Source: an optimization exercise on an open RTL-to-GDS flow (aim: small area, a short achievable clock period and few clock cycles per item). Production flows keep margins and buffers that such runs may drop. Function was checked by simulation only, so behaviour that the tests miss may differ from the original.

Design arctan_top, start of the top module:
module arctan_top(
	input             clk,
	input             rst,
	input             in_valid,
	output            in_ready,
	input      [31:0] inx,
	input      [31:0] iny,
	output reg        out_valid,
	output reg [31:0] out
);
For scale: roughly 500 flip-flops, roughly 45000 um^2 of cells after synthesis.
Settings: LEC_CHECK=0, CAP_MARGIN=20, CORE_MARGIN=2, CORE_UTILIZATION=40, CTS_BUF_LIST=sky130_fd_sc_hd__clkbuf_8, CTS_CLUSTER_DIAMETER=84, CTS_CLUSTER_SIZE=14, SLEW_MARGIN=20, SYNTH_HIERARCHICAL=1, SYNTH_MINIMUM_KEEP_SIZE=0; clock period 200.0 ns.
standard.sh (not shown) runs the stock make flow with config.mk's settings and CLKGATE_MAP_FILE= SYNTH_SCRIPT=/design/flow/synth_recipe.tcl, a recipe that flattens the netlist after the stock synthesis.
==> flow/flow/run.sh <==
#!/bin/bash
# The standard layout (standard.sh), with plain buf_1 cells as the port
# buffers instead of the delay buffer the resizer picks by default.
# make's full output goes to flow_make.log; ORFS keeps each step's log under orfs/logs/.
set -euo pipefail
BUFFER_PORTS_ARGS="-buffer_cell sky130_fd_sc_hd__buf_1" bash standard.sh finish > flow_make.log 2>&1
Testbench counts at the start, summed over its fixed seeds: cycles 3,264, items 3,200.
Rerun with:
Settings changed: CORE_UTILIZATION 40 to 55, PLACE_DENSITY set to 0.65.
Result:
- The changed run completed without violations
- non-clock buffer count drops by 1
- global-route usage increases by 6.6 points
- worst hold slack got worse by 7.0 ps
Rerun with:
Settings changed: CORE_UTILIZATION 55 to 40, PLACE_DENSITY 0.65 to 0.75.
After rerunning:
- setup slack got worse by 24 ps
- final cell count increases by roughly a tenth
- area after synthesis does not change
- global-route usage decreases by 7.2 points
- design area increases slightly
- maximum frequency barely changes

---

== rev 12 ==
arctan_top, a different RTL version from the one above (not shown whole).
Size in the first run: ~3300 cells after synthesis, ~500 flip-flops, roughly 100 I/O pins.
// arctan_top
module arctan_top(
	input             clk,
	input             rst,
	input             in_valid,
	output            in_ready,
	input      [31:0] inx,
	input      [31:0] iny,
	output reg        out_valid,
	output reg [31:0] out
);
Settings: LEC_CHECK=0, CAP_MARGIN=20, CORE_MARGIN=2, CORE_UTILIZATION=40, CTS_BUF_LIST=sky130_fd_sc_hd__clkbuf_8, CTS_CLUSTER_DIAMETER=100, CTS_CLUSTER_SIZE=12, SLEW_MARGIN=20, SYNTH_HIERARCHICAL=1, SYNTH_MINIMUM_KEEP_SIZE=0; clock period 200.0 ns.
Scripts as last shown in full above: flow/flow/run.sh
Rev 12 | status: complete | timing, DRC, antenna: pass
Testbench counts of rev 12, summed over its fixed seeds: cycles 3,264, items 3,200.
The inputs of rev 13 differ from those of rev 12 as listed below.
# rev 12
export LEC_CHECK = 0
export CAP_MARGIN = 20
export CORE_MARGIN = 2
export CORE_UTILIZATION = 40
export CTS_BUF_LIST = sky130_fd_sc_hd__clkbuf_8
export CTS_CLUSTER_DIAMETER = 100
export CTS_CLUSTER_SIZE = 12
export SLEW_MARGIN = 20
export SYNTH_HIERARCHICAL = 1
export SYNTH_MINIMUM_KEEP_SIZE = 0
create_clock -name core_clock -period 200.0 [get_ports {clk}]
# rev 13
export LEC_CHECK = 0
export CAP_MARGIN = 20
export CORE_MARGIN = 2
export CORE_UTILIZATION = 40
export CTS_BUF_LIST = sky130_fd_sc_hd__clkbuf_8
export CTS_CLUSTER_DIAMETER = 84
export CTS_CLUSTER_SIZE = 14
export SLEW_MARGIN = 20
export SYNTH_HIERARCHICAL = 1
export SYNTH_MINIMUM_KEEP_SIZE = 0
create_clock -name core_clock -period 200.0 [get_ports {clk}]
==> comparison <==
As far as total routed wirelength is concerned, rev 12 and rev 13 perform about the same. Compared with rev 12, rev 13 improves max-slew headroom at the worst pin. There was hardly any difference in fmax between rev 12 and rev 13. Status: full die area parity (rev 12, rev 13). Minimum clock period: rev 13 < rev 12. Re number of antenna violations at the first check in global routing: no difference whatsoever between rev 13 and rev 12. As far as sequential fraction of total cell area is concerned, rev 12 and rev 13 perform about the same.

---

## run A
Another version of the RTL of arctan_top (not shown whole).
For scale: ~3400 cells after synthesis, ~500 flip-flops, about 100 I/O pins, roughly 0.046 mm^2 of cells after synthesis.
==> flow/config.mk <==
export PLATFORM = sky130hd
export DESIGN_NAME = arctan_top
export DESIGN_NICKNAME = arctan_top
export VERILOG_FILES = /design/flow/design.v
export SDC_FILE = /design/flow/constraint.sdc
export NUM_CORES = 4
export LEC_CHECK = 0
export CAP_MARGIN = 20
export CORE_MARGIN = 2
export CORE_UTILIZATION = 40
export CTS_BUF_LIST = sky130_fd_sc_hd__clkbuf_2 sky130_fd_sc_hd__clkbuf_4
export SLEW_MARGIN = 20
export SYNTH_HIERARCHICAL = 1
export SYNTH_MINIMUM_KEEP_SIZE = 0
==> flow/constraint.sdc <==
create_clock -name core_clock -period 200.0 [get_ports {clk}]
set_input_delay 40.0000 -clock core_clock [delete_from_list [all_inputs] [get_ports {clk}]]
set_output_delay 40.0000 -clock core_clock [all_outputs]
set_load 0.01 [all_outputs]
run.sh (not shown) runs the stock make flow with config.mk's settings and CLKGATE_MAP_FILE= SYNTH_SCRIPT=/design/flow/synth_recipe.tcl, a recipe that flattens the netlist after the stock synthesis.
Stock flow here: none of the scripts above is used.
Run A finished end to end and its layout was clean on timing, DRC and antenna.
Testbench counts of run A, summed over its fixed seeds: cycles 3,264, items 3,200.
Changes in run B relative to run A:
Settings: CTS_BUF_LIST: sky130_fd_sc_hd__clkbuf_2 sky130_fd_sc_hd__clkbuf_4 -> sky130_fd_sc_hd__clkbuf_8; CTS_CLUSTER_SIZE: unset -> 16; CTS_CLUSTER_DIAMETER: unset -> 84.
Results
Destination of the critical timing path = out[23]: run B; destination of the critical timing path = out_valid: run A. The run showing the greater final area is run A. Of run B and run A, the lower arrival time at the worst endpoint belongs to run B. Comparing run B against run A, there is no change at all in core area.
Relative to run B, the following input files were edited for run C:
Settings: CTS_BUF_LIST changed from sky130_fd_sc_hd__clkbuf_8 to sky130_fd_sc_hd__clkbuf_4; CTS_CLUSTER_DIAMETER removed (was 84); CTS_CLUSTER_SIZE removed (was 16); CORE_UTILIZATION changed from 40 to 65.
Notes after the runs:
Lower multi-input gate share of total cell area goes to run C over run B. Fill cell total of the finished layout (run C / run B): 0.47. Run C — number of antenna violations at the first check in global routing 3 lower, run B as reference. Layout-stage area growth over the synthesis result: run C > run B. Layout buffer count excluding clock buffers: lower on run C. Delta (run C minus run B): clock buffer count in the final layout saw an increase; height of the die shows a reduction of 21%; fraction of the cycle the final worst path needs now sits at about the same level.
### run C -> run D
Settings: CORE_UTILIZATION: 65 -> 40; CTS_BUF_LIST: sky130_fd_sc_hd__clkbuf_4 -> sky130_fd_sc_hd__clkbuf_2.
Findings:
Post-synthesis register bit count: run D vs run C identical
Compared with run C, run D shows number of well taps that has gone up by more than half.
The number of DRC markers in iteration 0 in run D sits 141 below the value recorded for run C.
Compared to run C, the routing of run D uses less wire.
Going from run C to run D, maximum frequency -about 0.9%.
Summary of run D over run C: via count moved down, hold violation count in the final report has remained practically unchanged, flip-flop and latch count comparable.
The inputs of run E differ from those of run D as listed below.
Settings: a change of CTS_BUF_LIST from sky130_fd_sc_hd__clkbuf_2 to sky130_fd_sc_hd__clkbuf_8.
### Flow results
- Run E vs. run D: CTS buffer count down about 33%; clock tree buffer count of the final layout down 74; fmax up about 1.5%.
- Status: ratio of routed vias to standard cells parity (run E, run D)
- Sort run D and run E by routed wirelength normalized by instance count asc -> top: run D
- Compared run E against run D; total detailed-routing wirelength within noise.

---

== v42 ==
arctan_top again, from the RTL that the note above started with.
clock: 200.0 ns
lec_check: 0
cap_margin: 20
core_margin: 2
core_utilization: 40
cts_buf_list: sky130_fd_sc_hd__clkbuf_4
slew_margin: 20
synth_hierarchical: 1
synth_minimum_keep_size: 0
standard.sh (not shown) runs the stock make flow with config.mk's settings and CLKGATE_MAP_FILE= SYNTH_SCRIPT=/design/flow/synth_recipe.tcl, a recipe that flattens the netlist after the stock synthesis.
==> flow/flow/run.sh <==
#!/bin/bash
# The standard layout (standard.sh), with plain buf_2 cells as the port
# buffers instead of the delay buffer the resizer picks by default.
# make's full output goes to flow_make.log; ORFS keeps each step's log under orfs/logs/.
set -euo pipefail
BUFFER_PORTS_ARGS="-buffer_cell sky130_fd_sc_hd__buf_2" bash standard.sh finish > flow_make.log 2>&1
v42 closes out successfully: all stages finished, all timing, DRC and antenna checks passed.
Testbench counts of v42, summed over its fixed seeds: cycles 3,264, items 3,200.
diff inputs: v42 => v27
# v42
export LEC_CHECK = 0
export CAP_MARGIN = 20
export CORE_MARGIN = 2
export CORE_UTILIZATION = 40
export CTS_BUF_LIST = sky130_fd_sc_hd__clkbuf_4
export SLEW_MARGIN = 20
export SYNTH_HIERARCHICAL = 1
export SYNTH_MINIMUM_KEEP_SIZE = 0
create_clock -name core_clock -period 200.0 [get_ports {clk}]
# v27
export LEC_CHECK = 0
export CAP_MARGIN = 20
export CORE_MARGIN = 2
export CORE_UTILIZATION = 40
export CTS_BUF_LIST = sky130_fd_sc_hd__clkbuf_8
export CTS_CLUSTER_DIAMETER = 84
export CTS_CLUSTER_SIZE = 14
export SLEW_MARGIN = 20
export SYNTH_HIERARCHICAL = 1
export SYNTH_MINIMUM_KEEP_SIZE = 0
create_clock -name core_clock -period 200.0 [get_ports {clk}]
==> flow/run.sh (new file) <==
#!/bin/bash
# synth_recipe.tcl (not shown) runs the flow's synth.tcl, then flattens the netlist and writes it again
# the make line also repeats each setting of config.mk as NAME=value (left out here)
make -C /OpenROAD-flow-scripts/flow DESIGN_CONFIG=/design/flow/config.mk WORK_HOME=/design/flow/orfs CLKGATE_MAP_FILE= SYNTH_SCRIPT=/design/flow/synth_recipe.tcl finish
removed: flow/flow/run.sh
removed: flow/standard.sh
Notes after the runs:
- In the flow results for v27 and v42, the design area is larger on v42.
- Comparing v27 and v42, largest incremental delay on the critical path is lower on v27.
- The non-clock buffer share of cell area of v27 exceeds that of v42 by 1.0 points.
- When the final numbers for v27 and v42 were put side by side, the hold slack turned out to be smaller in v42.
- Compared with v42, in v27 clock slew at the register clock pins of the worst setup and hold paths went up 0.04 ns; final wirelength went down by 0.51%.
The following lists how v59 was set up differently from v27:
# v27
export LEC_CHECK = 0
export CAP_MARGIN = 20
export CORE_MARGIN = 2
export CORE_UTILIZATION = 40
export CTS_BUF_LIST = sky130_fd_sc_hd__clkbuf_8
export CTS_CLUSTER_DIAMETER = 84
export CTS_CLUSTER_SIZE = 14
export SLEW_MARGIN = 20
export SYNTH_HIERARCHICAL = 1
export SYNTH_MINIMUM_KEEP_SIZE = 0
create_clock -name core_clock -period 200.0 [get_ports {clk}]
# v59
export LEC_CHECK = 0
export CAP_MARGIN = 20
export CORE_MARGIN = 2
export CORE_UTILIZATION = 40
export CTS_BUF_LIST = sky130_fd_sc_hd__clkbuf_4
export SLEW_MARGIN = 20
export SYNTH_HIERARCHICAL = 1
export SYNTH_MINIMUM_KEEP_SIZE = 0
create_clock -name core_clock -period 200.0 [get_ports {clk}]
[summary]
Side by side, synthesis-to-finish area growth turned out higher in v59 than in v27.
On number of placed instances with taps included, v27 and v59 are neck and neck.
v27 -> v59: non-clock buffer share of cell area flat
Wire: v59 routes more than v27
Number of standard cells in the layout, taps in and fillers out grows by a few percent when moving from v27 to v59.
v59 -> v27: critical path depth delta 0, exact match

---

Another version of the RTL of arctan_top (not shown whole).
Size: about 6100 cells after synthesis, roughly 990 flip-flops, roughly 100 I/O pins.
Design arctan_top, start of the top module:
module arctan_top(
	input             clk,
	input             rst,
	input             in_valid,
	output            in_ready,
	input      [31:0] inx,
	input      [31:0] iny,
	output reg        out_valid,
	output reg [31:0] out
);
make LEC_CHECK=0 CAP_MARGIN=20 CORE_MARGIN=2 CORE_UTILIZATION=60 CTS_BUF_LIST=sky130_fd_sc_hd__clkbuf_8 SLEW_MARGIN=20 finish   # period 200.0 ns
run.sh (not shown) runs the stock make flow with config.mk's settings and CLKGATE_MAP_FILE= SYNTH_SCRIPT=/design/flow/synth_recipe.tcl, a recipe that flattens the netlist after the stock synthesis.
Stock flow here: none of the scripts above is used.
The starting point completed without violations.
Testbench counts at the start, summed over its fixed seeds: cycles 3,304, items 3,200.
Then changed:
Settings changed: CORE_UTILIZATION 60 to 40, CTS_BUF_LIST sky130_fd_sc_hd__clkbuf_8 to default.
What happened: The new run passed the timing, DRC and antenna checks; fmax stays flat; worst hold slack gets better by 0.030 ns; die area climbs by 49%; global-route usage shrinks by 7.8 points; synthesized cell count is unchanged; final area goes up by 1.4%; setup slack is worse by 0.12 ns; register-to-register slack gets worse by 0.12 ns.

-- separate check: timing with driven ports --
In the flow no input, the clock included, has a driving cell. The finished layouts below were timed again as built, in two steps.
Step 1, drivers: a clkbuf_16 drives clk and a buf_2 each remaining input, both assumed.
Step 2, shift: input delay + t, output delay - t, t = (earliest + latest rising clock arrival at the registers) / 2. This alone moves slack from input paths to output paths.
Slacks: no drivers / after step 1 / after step 2; pairs: no drivers / after step 1.
run | t, ns | setup slack, ns | worst hold slack (ns) | worst setup path at the end | pins driven straight from the clock port
the first run of note 1 | 0.736 | 158.825 / 158.758 / 159.196 | 0.330 / 0.330 / 0.330 | register to register | 1
the second run of note 1 | 0.722 | 158.864 / 158.805 / 158.937 | 0.323 / 0.323 / 0.323 | register to register | 1
the third run of note 1 | 0.738 | 158.840 / 158.774 / 158.912 | 0.313 / 0.313 / 0.313 | register to register | 1
rev 12 | 0.746 | 158.820 / 158.752 / 159.107 | 0.319 / 0.319 / 0.319 | register to register | 1
rev 13 | 0.727 | 158.835 / 158.766 / 159.105 | 0.320 / 0.320 / 0.320 | register to register | 1
run A | 1.035 | 158.160 / 158.096 / 158.485 | 0.303 / 0.303 / 0.303 | register to register | 1
run B | 0.723 | 158.458 / 158.390 / 158.506 | 0.324 / 0.324 / 0.324 | register to register | 1
run C | 1.007 | 158.191 / 158.126 / 158.235 | 0.278 / 0.278 / 0.278 | register to register | 1
run D | 1.395 | 157.803 / 157.740 / 158.531 | 0.273 / 0.273 / 0.273 | register to register | 1
run E | 0.780 | 158.408 / 158.343 / 158.524 | 0.320 / 0.320 / 0.320 | register to register | 1
v42 | 1.053 | 158.559 / 158.508 / 158.559 | 0.306 / 0.306 / 0.306 | register to register | 1
v27 | 0.716 | 158.462 / 158.394 / 158.492 | 0.321 / 0.321 / 0.321 | register to register | 1
v59 | 1.035 | 158.160 / 158.096 / 158.485 | 0.303 / 0.303 / 0.303 | register to register | 1
the first run of note 5 | 0.964 | 157.760 / 157.760 / 157.760 | 0.293 / 0.293 / 0.293 | register to register | 1
the second run of note 5 | 0.783 | 157.636 / 157.636 / 157.636 | 0.323 / 0.323 / 0.323 | register to register | 1
After both steps every run listed still meets setup and hold.
